This is an optimization exercise on Yosys and OpenROAD, whose aim is small area, a short achievable clock period and few clock cycles per item, not a production implementation.
The RTL was checked by simulation tests, not by an equivalence proof against the original design.

--- design/flow/config.mk ---
export PLATFORM = sky130hd
export DESIGN_NAME = sha_cpu
export DESIGN_NICKNAME = sha_cpu
export VERILOG_FILES = /design/flow/design.v
export SDC_FILE = /design/flow/constraint.sdc
export NUM_CORES = 4
export LEC_CHECK = 0
export CAP_MARGIN = 20
export CORE_MARGIN = 2
export CORE_UTILIZATION = 40
export SLEW_MARGIN = 20
--- design/flow/constraint.sdc ---
create_clock -name core_clock -period 12.0 [get_ports {clock}]
set_input_delay 2.4000 -clock core_clock [delete_from_list [all_inputs] [get_ports {clock}]]
set_output_delay 2.4000 -clock core_clock [all_outputs]
set_load 0.01 [all_outputs]
--- design/flow/design.v ---
module cla(A, B, c_in, sum, G, P);
    input [7:0] A, B;
    input c_in;
    output [7:0] sum;
    output G, P;
    wire g_0, p_0;
    and g0 (g_0, A[0], B[0]);
    or p0 (p_0, A[0], B[0]);
    wire g_1, p_1;
    and g1( g_1, A[1], B[1]);
    or p1( p_1, A[1], B[1]);
    wire g_2, p_2;
    and g2( g_2, A[2], B[2]);
    or p2( p_2, A[2], B[2]);
    wire g_3, p_3;
    and g3( g_3, A[3], B[3]);
    or p3( p_3, A[3], B[3]);
    wire g_4, p_4;
    and g4( g_4, A[4], B[4]);
    or p4( p_4, A[4], B[4]);
    wire g_5, p_5;
    and g5( g_5, A[5], B[5]);
    or p5( p_5, A[5], B[5]);
    wire g_6, p_6;
    and g6( g_6, A[6], B[6]);
    or p6( p_6, A[6], B[6]);
    wire g_7, p_7;
    and g7( g_7, A[7], B[7]);
    or p7( p_7, A[7], B[7]);
    wire c_1;  
    wire w1;
    and and1 (w1, p_0, c_in);
    or or1 (c_1, g_0, w1);
    wire c_2;  
    wire w21, w22, t21;
    and and2_1 (w21, p_1, w1);  
    and and2_2 (w22, p_1, g_0);  
    or or2_1 (t21, w21, w22);
    or or2_2 (c_2, g_1, t21);
    wire c_3;  
    wire w31, w32, w33, t31, t32;
    and and3_1 (w31, p_2, w21);  
    and and3_2 (w32, p_2, w22);  
    and and3_3 (w33, p_2, g_1);  
    or or3_1 (t31, w31, w32);
    or or3_2 (t32, w33, t31);
    or or3_3 (c_3, g_2, t32);
    wire c_4;  
    wire w41, w42, w43, w44, t41, t42, t43;
    and and4_1 (w41, p_3, w31);  
    and and4_2 (w42, p_3, w32);  
    and and4_3 (w43, p_3, w33);  
    and and4_4 (w44, p_3, g_2);  
    or or4_1 (t41, w41, w42);
    or or4_2 (t42, w43, t41);
    or or4_3 (t43, w44, t42);
    or or4_4 (c_4, g_3, t43);
    wire c_5;  
    wire w51, w52, w53, w54, w55, t51, t52, t53, t54;
    and and5_1 (w51, p_4, w41);  
    and and5_2 (w52, p_4, w42);  
    and and5_3 (w53, p_4, w43);  
    and and5_4 (w54, p_4, w44);  
    and and5_5 (w55, p_4, g_3);  
    or or5_1 (t51, w51, w52);
    or or5_2 (t52, w53, t51);
    or or5_3 (t53, w54, t52);
    or or5_4 (t54, w55, t53);
    or or5_5 (c_5, g_4, t54);
    wire c_6;  
    wire w61, w62, w63, w64, w65, w66, t61, t62, t63, t64, t65;
    and and6_1 (w61, p_5, w51);  
    and and6_2 (w62, p_5, w52);  
    and and6_3 (w63, p_5, w53);  
    and and6_4 (w64, p_5, w54);  
    and and6_5 (w65, p_5, w55);  
    and and6_6 (w66, p_5, g_4);  
    or or6_1 (t61, w61, w62);
    or or6_2 (t62, w63, t61);
    or or6_3 (t63, w64, t62);
    or or6_4 (t64, w65, t63);
    or or6_5 (t65, w66, t64);
    or or6_6 (c_6, g_5, t65);
    wire c_7;  
    wire w71, w72, w73, w74, w75, w76, w77, t71, t72, t73, t74, t75, t76;
    and and7_1 (w71, p_6, w61);  
    and and7_2 (w72, p_6, w62);  
    and and7_3 (w73, p_6, w63);  
    and and7_4 (w74, p_6, w64);  
    and and7_5 (w75, p_6, w65);  
    and and7_6 (w76, p_6, w66);  
    and and7_7 (w77, p_6, g_5);  
    or or7_1 (t71, w71, w72);
    or or7_2 (t72, w73, t71);
    or or7_3 (t73, w74, t72);
    or or7_4 (t74, w75, t73);
    or or7_5 (t75, w76, t74);
    or or7_6 (t76, w77, t75);
    or or7_7 (c_7, g_6, t76);
    wire ptemp1, ptemp2, ptemp3, ptemp4, ptemp5, ptemp6, ptemp7;
    and and_p1 (ptemp1, p_1, p_0);
    and and_p2 (ptemp2, p_2, ptemp1);
    and and_p3 (ptemp3, p_3, ptemp2);
    and and_p4 (ptemp4, p_4, ptemp3);
    and and_p5 (ptemp5, p_5, ptemp4);
    and and_p6 (ptemp6, p_6, ptemp5);
    and and_p7 (P, p_7, ptemp6);
    wire gand1, gand2, gand3, gand4, gand5, gand6, gand7;
    wire intermediate1, intermediate2, intermediate3, intermediate4, intermediate5, intermediate6;
    and and_g1 (gand1, p_7, g_6);  
    and and_g2_1 (intermediate1, p_7, p_6);
    and and_g2_2 (gand2, g_5, intermediate1);  
    and and_g3_1 (intermediate2, p_5, intermediate1);
    and and_g3_2 (gand3, g_4, intermediate2);  
    and and_g4_1 (intermediate3, p_4, intermediate2);
    and and_g4_2 (gand4, g_3, intermediate3);  
    and and_g5_1 (intermediate4, p_3, intermediate3);
    and and_g5_2 (gand5, g_2, intermediate4);  
    and and_g6_1 (intermediate5, p_2, intermediate4);
    and and_g6_2 (gand6, g_1, intermediate5);  
    and and_g7_1 (intermediate6, p_1, intermediate5);
    and and_g7_2 (gand7, g_0, intermediate6);  
    wire gor1, gor2, gor3, gor4, gor5, gor6, gor7;
    or or_g1 (gor1, gand1, g_7);
    or or_g2 (gor2, gand2, gor1);
    or or_g3 (gor3, gand3, gor2);
    or or_g4 (gor4, gand4, gor3);
    or or_g5 (gor5, gand5, gor4);
    or or_g6 (gor6, gand6, gor5);
    or or_g7 (G, gand7, gor6);
    wire x_0, x_1, x_2, x_3, x_4, x_5, x_6, x_7;
    xor xor0_1 (x_0, A[0], B[0]);
    xor xor0_2 (sum[0], c_in, x_0);
    xor xor1_1 (x_1, A[1], B[1]);
    xor xor1_2 (sum[1], c_1, x_1);
    xor xor2_1 (x_2, A[2], B[2]);
    xor xor2_2 (sum[2], c_2, x_2);
    xor xor3_1 (x_3, A[3], B[3]);
    xor xor3_2 (sum[3], c_3, x_3);
    xor xor4_1 (x_4, A[4], B[4]);
    xor xor4_2 (sum[4], c_4, x_4);
    xor xor5_1 (x_5, A[5], B[5]);
    xor xor5_2 (sum[5], c_5, x_5);
    xor xor6_1 (x_6, A[6], B[6]);
    xor xor6_2 (sum[6], c_6, x_6);
    xor xor7_1 (x_7, A[7], B[7]);
    xor xor7_2 (sum[7], c_7, x_7);
endmodule
module alu_adder(data_operandA, data_operandB, c_0, data_result);
    input [31:0] data_operandA, data_operandB;
    input c_0;
    output [31:0] data_result;
    wire G_0, P_0, G_1, P_1, G_2, P_2, G_3, P_3;
    wire c_8, c_16, c_24, c_32;
    cla block_0 (data_operandA[7:0], data_operandB[7:0], c_0, data_result[7:0], G_0, P_0);
    wire w0;
    and and8 (w0, P_0, c_0);
    or or8 (c_8, G_0, w0);
    cla block_1 (data_operandA[15:8], data_operandB[15:8], c_8, data_result[15:8], G_1, P_1);
    wire w11, w12, t11;
    and and16_1 (w11, P_1, w0);
    and and16_2 (w12, P_1, G_0);
    or or16_1 (t11, w11, w12);
    or or16_2 (c_16, G_1, t11);
    cla block_2 (data_operandA[23:16], data_operandB[23:16], c_16, data_result[23:16], G_2, P_2);
    wire w21, w22, w23, t21, t22;
    and and24_1 (w21, P_2, w11);
    and and24_2 (w22, P_2, w12);
    and and24_3 (w23, P_2, G_1);
    or or24_1 (t21, w21, w22);
    or or24_2 (t22, w23, t21);
    or or24_3 (c_24, G_2, t22);
    cla block_3 (data_operandA[31:24], data_operandB[31:24], c_24, data_result[31:24], G_3, P_3);
    wire w31, w32, w33, w34, t31, t32, t33;
    wire c_out;
    and and32_1 (w31, P_3, w21);
    and and32_2 (w32, P_3, w22);
    and and32_3 (w33, P_3, w23);
    and and32_4 (w34, P_3, G_2);
    or or32_1 (t31, w31, w32);
    or or32_2 (t32, w33, t31);
    or or32_3 (t33, w34, t32);
    or or32_4 (c_out, G_3, t33);
endmodule
module right_rotate(in, out, rotate_amt);
    input [31:0] in;
    input [4:0] rotate_amt;
    output [31:0] out;
    wire [31:0] r1, r2, r4, r8, r16;
    wire [31:0] mux1, mux2, mux3, mux4;
    rotate_16 first_rotate(.in(in), .out(r16));
    assign mux1 = rotate_amt[4] ? r16 : in;
    rotate_8 second_rotate(.in(mux1), .out(r8));
    assign mux2 = rotate_amt[3] ? r8 : mux1;
    rotate_4 third_rotate(.in(mux2), .out(r4));
    assign mux3 = rotate_amt[2] ? r4 : mux2;
    rotate_2 fourth_rotate(.in(mux3), .out(r2));
    assign mux4 = rotate_amt[1] ? r2 : mux3;
    rotate_1 fifth_rotate(.in(mux4), .out(r1));
    assign out = rotate_amt[0] ? r1 : mux4;
endmodule
module rotate_1(in, out);
    input[31:0] in;
    output[31:0] out;
    wire [30:0] body;
    assign body = in[31:1];
    assign out[30:0] = body;
    assign out[31] = in[0];
endmodule
module rotate_2(in, out);
    input[31:0] in;
    output[31:0] out;
    wire [31:0] r1;
    rotate_1 first (in, r1);
    rotate_1 second (r1, out);
endmodule
module rotate_4(in, out);
    input [31:0] in;
    output [31:0] out;
    wire [31:0] r2;
    rotate_2 first (in, r2);
    rotate_2 second (r2, out);
endmodule
module rotate_8(in, out);
    input [31:0] in;
    output [31:0] out;
    wire [31:0] r4;
    rotate_4 first (in, r4);
    rotate_4 second (r4, out);
endmodule
module rotate_16(in, out);
    input [31:0] in;
    output [31:0] out;
    wire [31:0] r8;
    rotate_8 first (in, r8);
    rotate_8 second (r8, out);
endmodule
module alu(data_operandA, data_operandB, ctrl_ALUopcode,
			ctrl_shiftamt, data_result, isNotEqual, isLessThan, overflow);
	input [31:0] data_operandA, data_operandB;
	input [4:0] ctrl_ALUopcode, ctrl_shiftamt;
	output [31:0] data_result;
	output isNotEqual, isLessThan, overflow;
	wire signed[31:0] inner_A, inner_B;
	reg signed[31:0] inner_result;
	reg inner_cout;
	assign inner_A = data_operandA;
	assign inner_B = data_operandB;
	assign isNotEqual = data_operandA != data_operandB;
	assign isLessThan = data_operandA < data_operandB;
	assign overflow = inner_cout != inner_result[31];
	wire [31:0] rotr_result;
	right_rotate ROTR (inner_A, rotr_result, ctrl_shiftamt);
	assign data_result = (ctrl_ALUopcode == 5'b01001) ? rotr_result : inner_result;
	always @(*)
		begin
			case (ctrl_ALUopcode)
				0 : {inner_cout, inner_result} = inner_A + inner_B;      
				1 : {inner_cout, inner_result} = inner_A - inner_B;	     
				2 : begin 
						inner_result = inner_A & inner_B;  			     
						inner_cout = inner_result[31];
					end
				3 : begin 
						inner_result = inner_A | inner_B;  			     
						inner_cout = inner_result[31];
					end
				4 : begin 
						inner_result = inner_A << ctrl_shiftamt;		 
						inner_cout = inner_result[31];
					end
				5 : begin 
						inner_result = inner_A >>> ctrl_shiftamt;	     
						inner_cout = inner_result[31];
					end
				8 : begin
						inner_result = inner_A ^ inner_B;                
						inner_cout = inner_result[31];
					end
				9 : begin
						inner_result = rotr_result;                      
						inner_cout = inner_result[31];
					end
				10 : begin
						inner_result = data_operandA + data_operandB;	 
					 	inner_cout = inner_result[31];
					 end
				11 : begin
						inner_result = inner_A >> ctrl_shiftamt;	     
					 	inner_cout = inner_result[31];
					 end
				default : begin
						inner_result = 32'b0;                            
						inner_cout = 1'b0;
					 end
			endcase
		end
endmodule
module control (instruction, opcode, rd, rs, rt, shamt, ALUop, imm);
    input [31:0] instruction;
    output [4:0] opcode, rd, rs, rt, shamt, ALUop;
    output [31:0] imm;
    wire [4:0] opcode;
    assign opcode = instruction[31:27];
    wire r_type, i_type, ji_type, jii_type;
    assign r_type = ~opcode[4] && ~opcode[3] && ~opcode[2] && ~opcode[1] && ~opcode[0];
    assign i_type = (~opcode[4] && ~opcode[3] && opcode[2] && ~opcode[1] && opcode[0]) ||
                    (~opcode[4] && ~opcode[3] && opcode[2] && opcode[1] && opcode[0]) ||
                    (~opcode[4] && opcode[3] && ~opcode[2] && ~opcode[1] && ~opcode[0]) ||
                    (~opcode[4] && ~opcode[3] && ~opcode[2] && opcode[1] && ~opcode[0]) || 
                    (~opcode[4] && ~opcode[3] && opcode[2] && opcode[1] && ~opcode[0]);
    assign ji_type = (~opcode[4] && ~opcode[3] && ~opcode[2] && ~opcode[1] && opcode[0]) ||
                     (~opcode[4] && ~opcode[3] && ~opcode[2] && opcode[1] && opcode[0]) ||
                     (opcode[4] && ~opcode[3] && opcode[2] && opcode[1] && ~opcode[0]) ||
                     (opcode[4] && ~opcode[3] && opcode[2] && ~opcode[1] && opcode[0]);
    assign jii_type = ~opcode[4] && ~opcode[3] && opcode[2] && ~opcode[1] && ~opcode[0];
    wire [31:0] i_imm;  
    assign i_imm[16:0] = instruction[16:0];
    wire sign;
    assign sign = i_imm[16];
    wire [15:0] ones, zeros;
    assign ones = 15'b111111111111111;
    assign zeros = 15'b0;
    assign i_imm[31:17] = sign ? ones : zeros;
    wire [31:0] ji_imm;
    wire [26:0] target;
    assign target = instruction[26:0];  
    assign ji_imm[26:0] = target;
    assign ji_imm[31:27] = 5'b0;
    assign imm = i_type ? i_imm : ji_imm;
    wire is_sw, is_lw, is_bne, is_blt, is_bex, is_setx, is_jal;
    assign is_sw = opcode == 5'b00111;
    assign is_lw = opcode == 5'b01000;
    assign is_bne = opcode == 5'b00010;
    assign is_blt = opcode == 5'b00110;
    assign is_bex = opcode == 5'b10110;
    assign is_setx = opcode == 5'b10101;
    assign is_jal = opcode == 5'b00011;
    wire is_rotr, is_sla;
    assign is_rotr = opcode == 5'b11101;
    assign is_sla = ALUop == 5'b01011;
    wire [4:0] shamt_if_rotr;
    assign shamt_if_rotr = is_rotr ? imm : instruction[11:7];
    assign shamt = is_sla ? rt : shamt_if_rotr;
    wire [4:0] ALUop_if_I, ALUop_if_branch;
    assign ALUop_if_I = (i_type) ? 5'b00000 : instruction[6:2];
    assign ALUop_if_branch = (is_blt || is_bne || is_bex) ? 5'b00001 : ALUop_if_I;
    assign ALUop = is_rotr ? 5'b01001 : ALUop_if_branch;
    wire [4:0] rd_if_setx;
    assign rd_if_setx = is_setx ? 5'b11110 : instruction[26:22];
    assign rd = is_jal ? 5'b11111 : rd_if_setx;
    wire [4:0] rs_if_bne_or_blt;
    assign rs_if_bne_or_blt = (is_bne || is_blt || (opcode == 5'b00100)) ? instruction[26:22] : instruction[21:17];
    assign rs = is_bex ? 5'b11110 : rs_if_bne_or_blt;
    wire [4:0] rt_if_I_not_addi, rt_if_bex;
    assign rt_if_I_not_addi = (is_lw || is_bne || is_blt) ? instruction[21:17] : instruction[16:12];
    assign rt_if_bex = is_bex ? 5'b0 : rt_if_I_not_addi;
    assign rt = is_sw ? instruction[26:22] : rt_if_bex;
endmodule
module dffe_ref (q, d, clk, en, clr);
   input d, clk, en, clr;
   wire clr;
   output q;
   reg q;
   always @(posedge clk or posedge clr) begin
       if (clr) begin
           q <= 1'b0;
       end else if (en) begin
           q <= d;
       end
   end
endmodule
module register (clock, ctrl_reset, input_enable, input_data, output_data);
    input clock, ctrl_reset, input_enable;
    input [31:0] input_data;
	output [31:0] output_data;
    dffe_ref dff0(output_data[0], input_data[0], clock, input_enable, ctrl_reset);
    dffe_ref dff1(output_data[1], input_data[1], clock, input_enable, ctrl_reset);
    dffe_ref dff2(output_data[2], input_data[2], clock, input_enable, ctrl_reset);
    dffe_ref dff3(output_data[3], input_data[3], clock, input_enable, ctrl_reset);
    dffe_ref dff4(output_data[4], input_data[4], clock, input_enable, ctrl_reset);
    dffe_ref dff5(output_data[5], input_data[5], clock, input_enable, ctrl_reset);
    dffe_ref dff6(output_data[6], input_data[6], clock, input_enable, ctrl_reset);
    dffe_ref dff7(output_data[7], input_data[7], clock, input_enable, ctrl_reset);
    dffe_ref dff8(output_data[8], input_data[8], clock, input_enable, ctrl_reset);
    dffe_ref dff9(output_data[9], input_data[9], clock, input_enable, ctrl_reset);
    dffe_ref dff10(output_data[10], input_data[10], clock, input_enable, ctrl_reset);
    dffe_ref dff11(output_data[11], input_data[11], clock, input_enable, ctrl_reset);
    dffe_ref dff12(output_data[12], input_data[12], clock, input_enable, ctrl_reset);
    dffe_ref dff13(output_data[13], input_data[13], clock, input_enable, ctrl_reset);
    dffe_ref dff14(output_data[14], input_data[14], clock, input_enable, ctrl_reset);
    dffe_ref dff15(output_data[15], input_data[15], clock, input_enable, ctrl_reset);
    dffe_ref dff16(output_data[16], input_data[16], clock, input_enable, ctrl_reset);
    dffe_ref dff17(output_data[17], input_data[17], clock, input_enable, ctrl_reset);
    dffe_ref dff18(output_data[18], input_data[18], clock, input_enable, ctrl_reset);
    dffe_ref dff19(output_data[19], input_data[19], clock, input_enable, ctrl_reset);
    dffe_ref dff20(output_data[20], input_data[20], clock, input_enable, ctrl_reset);
    dffe_ref dff21(output_data[21], input_data[21], clock, input_enable, ctrl_reset);
    dffe_ref dff22(output_data[22], input_data[22], clock, input_enable, ctrl_reset);
    dffe_ref dff23(output_data[23], input_data[23], clock, input_enable, ctrl_reset);
    dffe_ref dff24(output_data[24], input_data[24], clock, input_enable, ctrl_reset);
    dffe_ref dff25(output_data[25], input_data[25], clock, input_enable, ctrl_reset);
    dffe_ref dff26(output_data[26], input_data[26], clock, input_enable, ctrl_reset);
    dffe_ref dff27(output_data[27], input_data[27], clock, input_enable, ctrl_reset);
    dffe_ref dff28(output_data[28], input_data[28], clock, input_enable, ctrl_reset);
    dffe_ref dff29(output_data[29], input_data[29], clock, input_enable, ctrl_reset);
    dffe_ref dff30(output_data[30], input_data[30], clock, input_enable, ctrl_reset);
    dffe_ref dff31(output_data[31], input_data[31], clock, input_enable, ctrl_reset);
endmodule
module decoder (out, select, enable);
    input [4:0] select;
    input enable;
    output [31:0] out;
    wire [31:0] en;
    assign en[0] = enable;
    assign en[1] = 1'b0;
    assign en[2] = 1'b0;
    assign en[3] = 1'b0;
    assign en[4] = 1'b0;
    assign en[5] = 1'b0;
    assign en[6] = 1'b0;
    assign en[7] = 1'b0;
    assign en[8] = 1'b0;
    assign en[9] = 1'b0;
    assign en[10] = 1'b0;
    assign en[11] = 1'b0;
    assign en[12] = 1'b0;
    assign en[13] = 1'b0;
    assign en[14] = 1'b0;
    assign en[15] = 1'b0;
    assign en[16] = 1'b0;
    assign en[17] = 1'b0;
    assign en[18] = 1'b0;
    assign en[19] = 1'b0;
    assign en[20] = 1'b0;
    assign en[21] = 1'b0;
    assign en[22] = 1'b0;
    assign en[23] = 1'b0;
    assign en[24] = 1'b0;
    assign en[25] = 1'b0;
    assign en[26] = 1'b0;
    assign en[27] = 1'b0;
    assign en[28] = 1'b0;
    assign en[29] = 1'b0;
    assign en[30] = 1'b0;
    assign en[31] = 1'b0;
    assign out = en << select;
endmodule
module fd_latch(
    in_ir, in_pc,
    out_ir, out_pc,
    clock, ctrl_reset, input_enable);
    input clock, ctrl_reset, input_enable;
    input [31:0] in_ir, in_pc;
    output [31:0] out_ir, out_pc;
    register pc (clock, ctrl_reset, input_enable, in_pc, out_pc);
    register ir (clock, ctrl_reset, input_enable, in_ir, out_ir);
endmodule
module dx_latch(
    in_A, in_B, in_ir, in_pc,
    out_A, out_B, out_ir, out_pc,
    clock, ctrl_reset, input_enable);
    input clock, ctrl_reset, input_enable;
    input [31:0] in_A, in_B, in_ir, in_pc;
    output [31:0] out_A, out_B, out_ir, out_pc;
    register pc (clock, ctrl_reset, input_enable, in_pc, out_pc);
    register A (clock, ctrl_reset, input_enable, in_A, out_A);
    register B (clock, ctrl_reset, input_enable, in_B, out_B);    
    register ir (clock, ctrl_reset, input_enable, in_ir, out_ir);
endmodule
module xm_latch(
    in_O, in_B, in_ir, 
    out_O, out_B, out_ir, 
    clock, ctrl_reset, input_enable);
    input clock, ctrl_reset, input_enable;
    input [31:0] in_O, in_B, in_ir;
    output [31:0] out_O, out_B, out_ir;
    register O (clock, ctrl_reset, input_enable, in_O, out_O);
    register B (clock, ctrl_reset, input_enable, in_B, out_B);    
    register ir (clock, ctrl_reset, input_enable, in_ir, out_ir);
endmodule
module mw_latch(
    in_O, in_D, in_ir, 
    out_O, out_D, out_ir, 
    clock, ctrl_reset, input_enable);
    input clock, ctrl_reset, input_enable;
    input [31:0] in_O, in_D, in_ir;
    output [31:0] out_O, out_D, out_ir;
    register O (clock, ctrl_reset, input_enable, in_O, out_O);
    register D (clock, ctrl_reset, input_enable, in_D, out_D);    
    register ir (clock, ctrl_reset, input_enable, in_ir, out_ir);
endmodule
module regfile (
	clock,
	ctrl_writeEnable, ctrl_reset, ctrl_writeReg,
	ctrl_readRegA, ctrl_readRegB, data_writeReg,
	data_readRegA, data_readRegB
);
	input clock, ctrl_writeEnable, ctrl_reset;
	input [4:0] ctrl_writeReg, ctrl_readRegA, ctrl_readRegB;
	input [31:0] data_writeReg;
	output [31:0] data_readRegA, data_readRegB;
	wire [31:0] reg_in_enable;
	wire reg0_in_enable, reg1_in_enable, reg2_in_enable, reg3_in_enable, reg4_in_enable, reg5_in_enable, reg6_in_enable, reg7_in_enable, reg8_in_enable, reg9_in_enable, reg10_in_enable, reg11_in_enable, reg12_in_enable, reg13_in_enable, reg14_in_enable, reg15_in_enable, reg16_in_enable, reg17_in_enable, reg18_in_enable, reg19_in_enable, reg20_in_enable, reg21_in_enable, reg22_in_enable, reg23_in_enable, reg24_in_enable, reg25_in_enable, reg26_in_enable, reg27_in_enable, reg28_in_enable, reg29_in_enable, reg30_in_enable, reg31_in_enable;
	decoder decode_writeReg (reg_in_enable, ctrl_writeReg, ctrl_writeEnable);
	and and0(reg0_in_enable, ctrl_writeEnable, reg_in_enable[0]);
	and and1(reg1_in_enable, ctrl_writeEnable, reg_in_enable[1]);
	and and2(reg2_in_enable, ctrl_writeEnable, reg_in_enable[2]);
	and and3(reg3_in_enable, ctrl_writeEnable, reg_in_enable[3]);
	and and4(reg4_in_enable, ctrl_writeEnable, reg_in_enable[4]);
	and and5(reg5_in_enable, ctrl_writeEnable, reg_in_enable[5]);
	and and6(reg6_in_enable, ctrl_writeEnable, reg_in_enable[6]);
	and and7(reg7_in_enable, ctrl_writeEnable, reg_in_enable[7]);
	and and8(reg8_in_enable, ctrl_writeEnable, reg_in_enable[8]);
	and and9(reg9_in_enable, ctrl_writeEnable, reg_in_enable[9]);
	and and10(reg10_in_enable, ctrl_writeEnable, reg_in_enable[10]);
	and and11(reg11_in_enable, ctrl_writeEnable, reg_in_enable[11]);
	and and12(reg12_in_enable, ctrl_writeEnable, reg_in_enable[12]);
	and and13(reg13_in_enable, ctrl_writeEnable, reg_in_enable[13]);
	and and14(reg14_in_enable, ctrl_writeEnable, reg_in_enable[14]);
	and and15(reg15_in_enable, ctrl_writeEnable, reg_in_enable[15]);
	and and16(reg16_in_enable, ctrl_writeEnable, reg_in_enable[16]);
	and and17(reg17_in_enable, ctrl_writeEnable, reg_in_enable[17]);
	and and18(reg18_in_enable, ctrl_writeEnable, reg_in_enable[18]);
	and and19(reg19_in_enable, ctrl_writeEnable, reg_in_enable[19]);
	and and20(reg20_in_enable, ctrl_writeEnable, reg_in_enable[20]);
	and and21(reg21_in_enable, ctrl_writeEnable, reg_in_enable[21]);
	and and22(reg22_in_enable, ctrl_writeEnable, reg_in_enable[22]);
	and and23(reg23_in_enable, ctrl_writeEnable, reg_in_enable[23]);
	and and24(reg24_in_enable, ctrl_writeEnable, reg_in_enable[24]);
	and and25(reg25_in_enable, ctrl_writeEnable, reg_in_enable[25]);
	and and26(reg26_in_enable, ctrl_writeEnable, reg_in_enable[26]);
	and and27(reg27_in_enable, ctrl_writeEnable, reg_in_enable[27]);
	and and28(reg28_in_enable, ctrl_writeEnable, reg_in_enable[28]);
	and and29(reg29_in_enable, ctrl_writeEnable, reg_in_enable[29]);
	and and30(reg30_in_enable, ctrl_writeEnable, reg_in_enable[30]);
	and and31(reg31_in_enable, ctrl_writeEnable, reg_in_enable[31]);	
	wire reg_clock;
	assign reg_clock = clock;  
	wire [31:0] reg0_result, reg1_result, reg2_result, reg3_result, reg4_result, reg5_result, reg6_result, reg7_result, reg8_result, reg9_result, reg10_result, reg11_result, reg12_result, reg13_result, reg14_result, reg15_result, reg16_result, reg17_result, reg18_result, reg19_result, reg20_result, reg21_result, reg22_result, reg23_result, reg24_result, reg25_result, reg26_result, reg27_result, reg28_result, reg29_result, reg30_result, reg31_result;
	register reg0(reg_clock, ctrl_reset, 1'b0, data_writeReg, reg0_result);
	register reg1(reg_clock, ctrl_reset, reg1_in_enable, data_writeReg, reg1_result);
	register reg2(reg_clock, ctrl_reset, reg2_in_enable, data_writeReg, reg2_result);
	register reg3(reg_clock, ctrl_reset, reg3_in_enable, data_writeReg, reg3_result);
	register reg4(reg_clock, ctrl_reset, reg4_in_enable, data_writeReg, reg4_result);
	register reg5(reg_clock, ctrl_reset, reg5_in_enable, data_writeReg, reg5_result);
	register reg6(reg_clock, ctrl_reset, reg6_in_enable, data_writeReg, reg6_result);
	register reg7(reg_clock, ctrl_reset, reg7_in_enable, data_writeReg, reg7_result);
	register reg8(reg_clock, ctrl_reset, reg8_in_enable, data_writeReg, reg8_result);
	register reg9(reg_clock, ctrl_reset, reg9_in_enable, data_writeReg, reg9_result);
	register reg10(reg_clock, ctrl_reset, reg10_in_enable, data_writeReg, reg10_result);
	register reg11(reg_clock, ctrl_reset, reg11_in_enable, data_writeReg, reg11_result);
	register reg12(reg_clock, ctrl_reset, reg12_in_enable, data_writeReg, reg12_result);
	register reg13(reg_clock, ctrl_reset, reg13_in_enable, data_writeReg, reg13_result);
	register reg14(reg_clock, ctrl_reset, reg14_in_enable, data_writeReg, reg14_result);
	register reg15(reg_clock, ctrl_reset, reg15_in_enable, data_writeReg, reg15_result);
	register reg16(reg_clock, ctrl_reset, reg16_in_enable, data_writeReg, reg16_result);
	register reg17(reg_clock, ctrl_reset, reg17_in_enable, data_writeReg, reg17_result);
	register reg18(reg_clock, ctrl_reset, reg18_in_enable, data_writeReg, reg18_result);
	register reg19(reg_clock, ctrl_reset, reg19_in_enable, data_writeReg, reg19_result);
	register reg20(reg_clock, ctrl_reset, reg20_in_enable, data_writeReg, reg20_result);
	register reg21(reg_clock, ctrl_reset, reg21_in_enable, data_writeReg, reg21_result);
	register reg22(reg_clock, ctrl_reset, reg22_in_enable, data_writeReg, reg22_result);
	register reg23(reg_clock, ctrl_reset, reg23_in_enable, data_writeReg, reg23_result);
	register reg24(reg_clock, ctrl_reset, reg24_in_enable, data_writeReg, reg24_result);
	register reg25(reg_clock, ctrl_reset, reg25_in_enable, data_writeReg, reg25_result);
	register reg26(reg_clock, ctrl_reset, reg26_in_enable, data_writeReg, reg26_result);
	register reg27(reg_clock, ctrl_reset, reg27_in_enable, data_writeReg, reg27_result);
	register reg28(reg_clock, ctrl_reset, reg28_in_enable, data_writeReg, reg28_result);
	register reg29(reg_clock, ctrl_reset, reg29_in_enable, data_writeReg, reg29_result);
	register reg30(reg_clock, ctrl_reset, reg30_in_enable, data_writeReg, reg30_result);
	register reg31(reg_clock, ctrl_reset, reg31_in_enable, data_writeReg, reg31_result);
	wire [1023:0] all_regs;
	assign all_regs = {reg31_result, reg30_result, reg29_result, reg28_result, reg27_result, reg26_result, reg25_result, reg24_result, reg23_result, reg22_result, reg21_result, reg20_result, reg19_result, reg18_result, reg17_result, reg16_result, reg15_result, reg14_result, reg13_result, reg12_result, reg11_result, reg10_result, reg9_result, reg8_result, reg7_result, reg6_result, reg5_result, reg4_result, reg3_result, reg2_result, reg1_result, reg0_result};
	wire [31:0] raw_readRegA, raw_readRegB;
	assign raw_readRegA = all_regs[ctrl_readRegA*32 +: 32];
	assign raw_readRegB = all_regs[ctrl_readRegB*32 +: 32];
	assign data_readRegA = (ctrl_writeEnable && (ctrl_writeReg == ctrl_readRegA) && (ctrl_readRegA != 5'b00000))
	                       ? data_writeReg : raw_readRegA;
	assign data_readRegB = (ctrl_writeEnable && (ctrl_writeReg == ctrl_readRegB) && (ctrl_readRegB != 5'b00000))
	                       ? data_writeReg : raw_readRegB;
endmodule
module processor(
    clock,                           
    reset,                           
    address_imem,                    
    q_imem,                          
    address_dmem,                    
    data,                            
    wren,                            
    q_dmem,                          
    ctrl_writeEnable,                
    ctrl_writeReg,                   
    ctrl_readRegA,                   
    ctrl_readRegB,                   
    data_writeReg,                   
    data_readRegA,                   
    data_readRegB,                   
    hashOutput,                      
    isHashDone                       
	);
	input clock, reset;
    output [31:0] address_imem;
	input [31:0] q_imem;
	output [31:0] address_dmem, data;
	output wren;
	input [31:0] q_dmem;
	output ctrl_writeEnable;
	output [4:0] ctrl_writeReg, ctrl_readRegA, ctrl_readRegB;
	output [31:0] data_writeReg;
	input [31:0] data_readRegA, data_readRegB;
    output [255:0] hashOutput;
    output isHashDone;
    wire stall;
    wire input_enable;
    assign input_enable = 1'b1;
    wire [31:0] nop;
    assign nop = 32'b0;
    wire [31:0] in_pc, out_pc;
    register pc (clock, reset, input_enable, in_pc, out_pc);
    wire [31:0] fd_in_ir, fd_in_pc;
    wire [31:0] fd_out_ir, fd_out_pc;
    fd_latch fd (fd_in_ir, fd_in_pc, fd_out_ir, fd_out_pc, clock, reset, input_enable);
    wire [31:0] dx_in_A, dx_in_B, dx_in_ir, dx_in_pc;
    wire [31:0] dx_out_A, dx_out_B, dx_out_ir, dx_out_pc;
    dx_latch dx (dx_in_A, dx_in_B, dx_in_ir, dx_in_pc, 
                 dx_out_A, dx_out_B, dx_out_ir, dx_out_pc,
                 clock, reset, input_enable);
    wire [31:0] xm_in_O, xm_in_B, xm_in_ir;
    wire [31:0] xm_out_O, xm_out_B, xm_out_ir;
    xm_latch xm (xm_in_O, xm_in_B, xm_in_ir, 
                 xm_out_O, xm_out_B, xm_out_ir, 
                 clock, reset, input_enable);
    wire [31:0] mw_in_O, mw_in_D, mw_in_ir;
    wire [31:0] mw_out_O, mw_out_D, mw_out_ir;
    mw_latch mw (mw_in_O, mw_in_D, mw_in_ir, 
                 mw_out_O, mw_out_D, mw_out_ir, 
                 clock, reset, input_enable);
    wire [4:0] d_opcode, d_rd, d_rs, d_rt, d_shamt, d_ALUop;
    wire [31:0] d_imm;
    control decode_control(fd_out_ir, d_opcode, d_rd, d_rs, d_rt, d_shamt, d_ALUop, d_imm);
    wire [4:0] x_opcode, x_rd, x_rs, x_rt, x_shamt, x_ALUop;
    wire [31:0] x_imm;
    control execute_control(dx_out_ir, x_opcode, x_rd, x_rs, x_rt, x_shamt, x_ALUop, x_imm);
    wire [4:0] m_opcode, m_rd, m_rs, m_rt, m_shamt, m_ALUop;
    wire [31:0] m_imm;
    control memory_control(xm_out_ir, m_opcode, m_rd, m_rs, m_rt, m_shamt, m_ALUop, m_imm);
    wire [4:0] w_opcode, w_rd, w_rs, w_rt, w_shamt, w_ALUop;
    wire [31:0] w_imm;
    control writeback_control(mw_out_ir, w_opcode, w_rd, w_rs, w_rt, w_shamt, w_ALUop, w_imm);
    wire h_ctrl_reset, h_input_enable;
    assign h_ctrl_reset = reset;
    assign h_input_enable = 1'b1;
    wire [31:0] h0_in, h1_in, h2_in, h3_in, h4_in, h5_in, h6_in, h7_in;
    wire [31:0] h0_out, h1_out, h2_out, h3_out, h4_out, h5_out, h6_out, h7_out;
    register h_0 (clock, h_ctrl_reset, h_input_enable, h0_in, h0_out);
    register h_1 (clock, h_ctrl_reset, h_input_enable, h1_in, h1_out);
    register h_2 (clock, h_ctrl_reset, h_input_enable, h2_in, h2_out);
    register h_3 (clock, h_ctrl_reset, h_input_enable, h3_in, h3_out);
    register h_4 (clock, h_ctrl_reset, h_input_enable, h4_in, h4_out);
    register h_5 (clock, h_ctrl_reset, h_input_enable, h5_in, h5_out);
    register h_6 (clock, h_ctrl_reset, h_input_enable, h6_in, h6_out);
    register h_7 (clock, h_ctrl_reset, h_input_enable, h7_in, h7_out);
    assign h0_in = (m_opcode == 5'b11110 && m_rd == 5'b00000) ? xm_out_O : h0_out;
    assign h1_in = (m_opcode == 5'b11110 && m_rd == 5'b00001) ? xm_out_O : h1_out;
    assign h2_in = (m_opcode == 5'b11110 && m_rd == 5'b00010) ? xm_out_O : h2_out;
    assign h3_in = (m_opcode == 5'b11110 && m_rd == 5'b00011) ? xm_out_O : h3_out;
    assign h4_in = (m_opcode == 5'b11110 && m_rd == 5'b00100) ? xm_out_O : h4_out;
    assign h5_in = (m_opcode == 5'b11110 && m_rd == 5'b00101) ? xm_out_O : h5_out;
    assign h6_in = (m_opcode == 5'b11110 && m_rd == 5'b00110) ? xm_out_O : h6_out;
    assign h7_in = (m_opcode == 5'b11110 && m_rd == 5'b00111) ? xm_out_O : h7_out;
    assign hashOutput[31:0] = h7_out;
    assign hashOutput[63:32] = h6_out;
    assign hashOutput[95:64] = h5_out;
    assign hashOutput[127:96] = h4_out;
    assign hashOutput[159:128] = h3_out;
    assign hashOutput[191:160] = h2_out;
    assign hashOutput[223:192] = h1_out;
    assign hashOutput[255:224] = h0_out;
    assign isHashDone = (m_opcode == 5'b11111) ? 1'b1 : 1'b0;
    wire [31:0] pc_select_1, pc_select_2;
    wire [31:0] new_pc;
    wire pc_jump;
    assign pc_jump = pc_branch || pc_imm || pc_rd;
    assign pc_select_1 = pc_branch ? pc_plus_imm : pc_plus_1;
    assign pc_select_2 = pc_imm ? x_imm : pc_select_1;
    assign new_pc = pc_rd ? ALU_in_A : pc_select_2;
    assign in_pc = stall ? out_pc : new_pc;
    wire [31:0] pc_plus_1, new_pc_plus_1;
    wire [31:0] one;
    assign one = 32'b00000000000000000000000000000001;
    alu_adder pc_add_1 (out_pc, one, 1'b0, pc_plus_1);
    alu_adder new_pc_add_1 (new_pc, one, 1'b0, new_pc_plus_1);
    assign address_imem = in_pc;
    assign fd_in_pc = pc_jump ? new_pc_plus_1 : (stall ? fd_out_pc : pc_plus_1);
    wire [31:0] fd_stall;
    assign fd_stall = stall ? fd_out_ir : q_imem;
    assign fd_in_ir = pc_jump ? nop : fd_stall;
    assign ctrl_readRegA = d_rs;
    assign ctrl_readRegB = d_rt;
    assign dx_in_A = (stall || pc_jump) ? 32'b0 : data_readRegA;
    assign dx_in_B = (stall || pc_jump) ? 32'b0 : data_readRegB;
    assign dx_in_pc = fd_out_pc;
    assign dx_in_ir = (stall || pc_jump) ? nop : fd_out_ir;
    wire [31:0] ALU_in_A, ALU_in_B;
    wire xm_no_bypass, mw_no_bypass;
    assign xm_no_bypass = ~((m_opcode == 5'b00000) || (m_opcode == 5'b00101) || (m_opcode == 5'b01000) ||
                            (m_opcode == 5'b00011) || (m_opcode == 5'b10101) || (m_opcode == 5'b11101));
    assign mw_no_bypass = ~((w_opcode == 5'b00000) || (w_opcode == 5'b00101) || (w_opcode == 5'b01000) ||
                            (w_opcode == 5'b00011) || (w_opcode == 5'b10101) || (w_opcode == 5'b11101));
    wire [31:0] A_bypass_1, A_bypass_2;
    wire A_xm_bypass, A_mw_bypass, A_no_bypass;
    assign A_xm_bypass = x_rs == m_rd;
    assign A_mw_bypass = x_rs == w_rd;
    assign A_bypass_1 = (A_xm_bypass && ~xm_no_bypass)      
                        ? xm_out_O : data_writeReg;         
    assign A_bypass_2 = ((A_xm_bypass && ~xm_no_bypass) ||  
                        (A_mw_bypass && ~mw_no_bypass))     
                        ? A_bypass_1 : dx_out_A;  
    assign ALU_in_A = (x_rs == 5'b00000) ? dx_out_A : A_bypass_2;
    wire [31:0] B_choice, B_bypass_1, B_bypass_2;
    wire B_xm_bypass, B_mw_bypass, B_no_bypass;
    assign B_xm_bypass = x_rt == m_rd; 
    assign B_mw_bypass = x_rt == w_rd;
    assign B_bypass_1 = (B_xm_bypass && ~xm_no_bypass)      
                        ? xm_out_O : data_writeReg;         
    assign B_bypass_2 = ((B_xm_bypass && ~xm_no_bypass) ||  
                        (B_mw_bypass && ~mw_no_bypass))     
                        ? B_bypass_1 : dx_out_B;  
    assign B_choice = (x_rt == 5'b00000) ? dx_out_B : B_bypass_2;
    assign ALU_in_B = ((x_opcode == 5'b00101) ||  
                      (x_opcode == 5'b00111) ||   
                      (x_opcode == 5'b01000))     
                      ? x_imm : B_choice;         
    wire isNotEqual, isLessThan, alu_overflow;
    wire [31:0] alu_out;
    alu ALU (ALU_in_A, ALU_in_B, x_ALUop, x_shamt, alu_out, isNotEqual, isLessThan, alu_overflow);
    wire overflow, is_add, is_sub, is_addi;
    assign is_add = (x_opcode == 5'b00000) && (x_ALUop == 5'b00000);
    assign is_sub = (x_opcode == 5'b00000) && (x_ALUop == 5'b00001);
    assign is_addi = (x_opcode == 5'b00101);
    assign overflow = alu_overflow && (is_add || is_sub || is_addi);
    wire [31:0] rstatus_val;
    assign rstatus_val = is_sub ? 32'd3 : (is_addi ? 32'd2 : 32'd1);
    wire [31:0] overflow_inst;  
    assign overflow_inst[31:27] = x_opcode; 
    assign overflow_inst[26:22] = 5'b11110;  
    assign overflow_inst[21:0] = dx_out_ir[21:0];
    assign xm_in_ir = overflow ? overflow_inst : dx_out_ir;
    wire [31:0] xm_in_O_if_jal, xm_in_O_if_setx;
    assign xm_in_O_if_jal = (x_opcode == 5'b00011) ? dx_out_pc : alu_out;
    wire [31:0] xm_in_O_if_swhash;
    assign xm_in_O_if_setx = (x_opcode == 5'b10101) ? x_imm : xm_in_O_if_jal;
    assign xm_in_O_if_swhash = (x_opcode == 5'b11110) ? ALU_in_A : xm_in_O_if_setx;  
    assign xm_in_O = overflow ? rstatus_val : xm_in_O_if_swhash;
    assign xm_in_B = B_choice;
    wire [31:0] pc_plus_imm;
    alu_adder pc_add_imm (dx_out_pc, x_imm, 1'b0, pc_plus_imm);  
    wire pc_branch, pc_imm, pc_rd;
    assign pc_branch = ((x_opcode == 5'b00010) && isNotEqual) ||  
                       ((x_opcode == 5'b00110) && isLessThan);    
    assign pc_imm = (x_opcode == 5'b00001) ||                     
                    (x_opcode == 5'b00011) ||                     
                    ((x_opcode == 5'b10110) && isNotEqual);       
    assign pc_rd = (x_opcode == 5'b00100);                        
    assign address_dmem = xm_out_O;
    assign wren = (m_opcode == 5'b00111) ? 1'b1 : 1'b0;  
    wire mem_bypass_select;                               
    assign mem_bypass_select = (m_opcode == 5'b00111) &&  
                               (w_opcode == 5'b01000) &&  
                               (m_rd == w_rd) &&          
                               (w_rd != 5'b00000);        
    wire mem_no_bypass;  
    assign mem_no_bypass = ((w_opcode == 5'b00111) ||  
                           (w_opcode == 5'b00010) ||   
                           (w_opcode == 5'b00110) ||   
                           (w_opcode == 5'b00100)) &&  
                           (m_rd == w_rd);
    assign data = (mem_bypass_select && ~mem_no_bypass) ? data_writeReg : xm_out_B;
    assign mw_in_O = xm_out_O;
    assign mw_in_D = q_dmem;
    assign mw_in_ir = xm_out_ir;
    assign ctrl_writeReg = w_rd;
    assign data_writeReg = (w_opcode == 5'b01000) ? q_dmem : mw_out_O;
    assign ctrl_writeEnable = (w_opcode == 5'b00000) ||  
                              (w_opcode == 5'b00101) ||  
                              (w_opcode == 5'b01000) ||  
                              (w_opcode == 5'b00011) ||  
                              (w_opcode == 5'b10101) ||  
                              (w_opcode == 5'b11101);    
    assign stall = ((x_opcode == 5'b01000) && ((d_rs == x_rd) || ((d_rt == x_rd) && (d_opcode != 5'b00111))));
endmodule
module sha_cpu (
    input          clock,
    input          reset,
    output [11:0]  address_imem,
    input  [31:0]  q_imem,
    output [11:0]  address_dmem,
    output [31:0]  data,
    output         wren,
    input  [31:0]  q_dmem,
    output [255:0] hashOutput,
    output         isHashDone
);
    wire        rwe;
    wire [4:0]  rd, rs1, rs2;
    wire [31:0] rData, regA, regB;
    wire [31:0] instAddr, memAddr;
    processor CPU(.clock(clock), .reset(reset),
        .address_imem(instAddr), .q_imem(q_imem),
        .ctrl_writeEnable(rwe), .ctrl_writeReg(rd),
        .ctrl_readRegA(rs1), .ctrl_readRegB(rs2),
        .data_writeReg(rData), .data_readRegA(regA), .data_readRegB(regB),
        .wren(wren), .address_dmem(memAddr),
        .data(data), .q_dmem(q_dmem),
        .hashOutput(hashOutput), .isHashDone(isHashDone));
    regfile RegisterFile(.clock(clock),
        .ctrl_writeEnable(rwe), .ctrl_reset(reset),
        .ctrl_writeReg(rd),
        .ctrl_readRegA(rs1), .ctrl_readRegB(rs2),
        .data_writeReg(rData), .data_readRegA(regA), .data_readRegB(regB));
    assign address_imem = instAddr[11:0];
    assign address_dmem = memAddr[11:0];
endmodule
--- design/flow/run.sh ---
#!/bin/bash
# synth_recipe.tcl (not shown) runs the flow's synth.tcl, then flattens the netlist and writes it again
# the make line also repeats each setting of config.mk as NAME=value (left out here)
make -C /OpenROAD-flow-scripts/flow DESIGN_CONFIG=/design/flow/config.mk WORK_HOME=/design/flow/orfs CLKGATE_MAP_FILE= SYNTH_SCRIPT=/design/flow/synth_recipe.tcl finish
==> run summary <==
Timing:
- The post-layout minimum cycle time is roughly 12000 ps.
- The final hold slack is approximately 340 ps.
- For this run, the top clock speed supported by timing is 85.4 MHz.
- The worst clock skew on the final layout is 122 ps.
- Headroom to the max-slew limit came out at 6.50%.
- Adding up every negative setup slack in the final design gives 0 ps.
- The worst path uses 97.6% of the clock period.
- The count of final hold-check violations came to 0.
- Setup violations remaining at the end of the flow were counted as 0.
- The transition time at the pin with the least slew margin is 1400 ps.
- The count of final max-slew check failures is 0.
- Setup repair after global routing left no endpoint under its margin.

Layout:
- The post-route netlist has between 10% and 20% of its cells at a drive strength greater than 1.
- With fillers left out, the area of the finished cells amounts to 0.111 mm2.
- In the final layout, the multi-input gates occupy 0.0516 mm2.
- The leading cell type in the layout, fill and taps excluded is nand2_1.
- For this run, the post-layout net count is 12200.
- The count of cells in the finished layout, fillers not included, comes to approximately 15000.
- Leaving out fill and tap cells, the most frequent cells in the layout are 2859 x nand2_1, 1584 x dfrtp_1, 894 x nand3_1, 891 x a21oi_1, 844 x nor2_1.
- From synthesis to final layout, the design area changed by 13.7%.
- The sequential cells in the finished layout cover a total of 0.0397 mm2.
- Counting the fill cells in the layout gives 23600.

Logic synthesis:
- The synthesized design contains 0 enable-type register cells.
- The fraction of registers with async set or reset after synthesis is 100%.
- The mean post-synth cell area is 7.95 um2.
- The share of the Yosys chip area taken by registers is between 40% and 50%.
- The synthesized design contains 1588 register bits.
- The number of synthesis warnings is 2.
- The net count after synthesis is 12500.
- The instance count of the mapped netlist is about 12000.
- The cell area after technology mapping is 0.0973 mm2.
- The share of the synthesized area in the top cell type is 40.8%.
- For this run, the leading register cell type out of synthesis is dfrtp_1.
- The cell accounting for the most synthesized area is dfrtp_1.
- The post-synthesis cell type count is 109.
- By area the synthesized netlist is led by dfrtp_1 41%, nand2_1 11%, a21oi_1 4.6%.

Worst setup path:
- The number of buffer and inverter instances along the worst setup path is 9.
- The largest stage delay on the critical path is roughly 660 ps.
- The largest fanout of any net on the critical path is 25.
- The category of the critical setup timing path is flip-flop to primary output.
- The endpoint class of the critical path is a primary output.
- On the critical path the largest part of the delay comes from compound AO/OA/AOI/OAI gates.
- The worst-path cell with the longest stage delay is a31oi_1.
- For the worst setup path, the data arrival time is around 9300 ps.
- The data required time of the worst path is 9600 ps.
- The kind of launch point of the worst setup path is a flip-flop.
- The critical path's most frequent cell is buf_4.

Clock network:
- The clock reaches the later pin of the worst-skew pair after 920 ps.
- The hold buffer count at CTS is 0.
- TritonCTS built the clock tree.
- The number of buffers inserted during clock tree synthesis is 184.
- Clock-pin slew was measured on the worst setup and hold paths at around 60 ps.
- The clock passes through at most 3 buffers.
- The maximum level of the CTS H-tree is 4.
- The tree is rooted in a clkbuf_16.
- Counting every sink on the clock net gives 1588.

Detailed routing:
- In the routed design, unresolved DRC markers number 0.
- The average wire per cell in the routed design is 36.0 um.
- The number of violations reported at the end of detailed-routing iteration 0 is between 10000 and 15000.
- Dividing the detail-routed via count by the number of cells gives around 6.5.
- Summed over all layers, the routed wires come to 551000 um.
- The count of antenna-violating nets left after detailed routing is 0.
- The routed layout has 99500 vias.
- The number of iterations in the first detailed-routing pass is 7.

Floorplan:
- The standard-cell row count is 181.
- For this configuration, the core starts out at a cell density of 40.1%.
- The floorplan die area is 0.247 mm2.
- The width of the chip is 497 um.
- The number of primary I/O pins is 380.
- In this run the standard cell core region covers 0.243 mm2.
- The height of the die is between 400 and 500 um.

Global route:
- The sum of overflow across all layers after global routing is 0.
- The first global-routing pass estimated between 700000 and 800000 um of wire.
- The via count of the first global-routing pass is approximately 93000.
- The number of antenna violations at the first check in global routing came to 57.
- The global-route usage over all layers is roughly 43%.
- Entering global routing, the biggest net connects 168 pins.

Place:
- The HPWL after detailed placement is ~390000 um.
- The congestion estimate from routability-driven global placement came to 1.11.
- After detailed placement, the total cell area comes to between 0.1 and 0.15 mm2.
- In this run, placement finished with an instance count of between 10000 and 15000.
- The port buffer count is around 380.

Run:
- The max-cap check violation count is 0.

Hold path:
- The type of the most critical hold path is flip-flop to flip-flop.

Outcome:
- The flow ran to the end and the layout has no timing, DRC or antenna violations.
## per-layer routing
layer / vias to the layer above / track usage, % / share of wire [%]
met1: 48900 / 54.5 / 38
met3: 1712 / 10.1 / 9.7
met4: 14 / 34.3 / 9.5
met2: 6681 / 63.6 / 42
met5: - / 0 / 0.013
li1: 42100 / - / -
## cells in the mapped netlist, types with 22 or more instances
cell          n
o221ai_1     37
a211oi_1    251
buf_2        62
o211ai_1     71
and2_1       57
a311oi_1    282
nand4_1      25
dfrtp_1    1588
nand2b_1     26
a22oi_1      73
a32oi_1      41
nor3_1       90
nor4_1       33
o21ai_0     846
a21o_1       25
and3_1      139
buf_4       290
o2111ai_1    22
xnor2_1      57
or2_2        23
o21a_1       36
o22ai_1      52
nand2_1    2883
ha_1        213
a221oi_1     55
nand3_1     901
clkbuf_1    932
a22o_1       38
inv_1       200
a2111oi_0    44
mux2_2      307
nor2_1      861
a31oi_1     224
buf_1        85
mux2i_1     114
a21oi_1     901
## worst paths after layout
path / from / to / slack [ps] / depth (start not counted)
min: CPU.fd.pc.dff27.q / CPU.dx.pc.dff27.q / 340 / 0
max reg2reg: CPU.dx.ir.dff30.q / CPU.fd.pc.dff31.q / 1350 / 39
max: CPU.dx.ir.dff30.q / address_imem[3] / 290 / 27
max in group asynchronous: reset / CPU.h_2.dff13.q / 7510 / 5
min reg2reg: CPU.fd.pc.dff27.q / CPU.dx.pc.dff27.q / 340 / 0
min in group asynchronous: reset / RegisterFile.reg18.dff1.q / 1750 / 2
## layout make-up
type	count	share of cell area (%)
repair buffers	884	7.16
clock buffers	256	4.82
inverters	206	0.702
diodes	35	0.0792
flip-flops and latches	1588	35.9
clock inverters	84	1.03
multi-input cells	9068	46.6
well taps	3202	3.62
## metrics by stage
stage / utilization, % / setup slack, ps
after floorplan: - / -12400
after global placement: 42.8 / 940
after detailed placement: 42.9 / 948
after CTS: 45.5 / 445
after global routing: 45.6 / 16.7
final: 45.6 / 288
## what timing repair did
action,CTS,global route
buffers inserted,0,4
resized for setup,0,1
setup endpoints to repair,0,5
## cells by family (layout without fill, tap and decap cells)
logic type      Yosys count  in the layout  share of synthesized area, %
compound gates         3199           3199                          21.0
xor+xnor                 78             78                         0.702
fa+ha+maj               219            219                          2.86
buf+inv                1579           1430                          7.32
flops                  1588           1588                          40.8
mux                     434            434                          5.01
other cells               0             35                             0
simple gates           5138           5138                          22.3
Testbench counts, summed over its fixed seeds: cycles 136,260, items 18.

-- re-timing with driven ports --
The flow's constraints put no driver on any port. The routed layout listed below was extracted and timed again, unchanged, in two steps. Step 1: set_driving_cell puts a clkbuf_16 on clock and a buf_2 on each other input, an assumption about the parent block. Step 2 also shifts input and output timing later by t, the mid clock arrival at the registers, as if the neighbouring blocks saw the same clock. a / b / c = no drivers / after step 1 / after step 2; a / b = the first two.
t (ns): 0.963
setup WS [ns]: 0.288 / 0.181 / 0.739
hold slack, ns: 0.344 / 0.344 / 0.344
latest minus earliest clock arrival (ns): 0.124 / 0.124
slew at the worst register clock pin (ns): 0.08 / 0.08
After both steps this run still meets setup and hold. For this run, drivers alone change the setup slack by -0.107 ns; drivers and shift together by +0.451 ns.
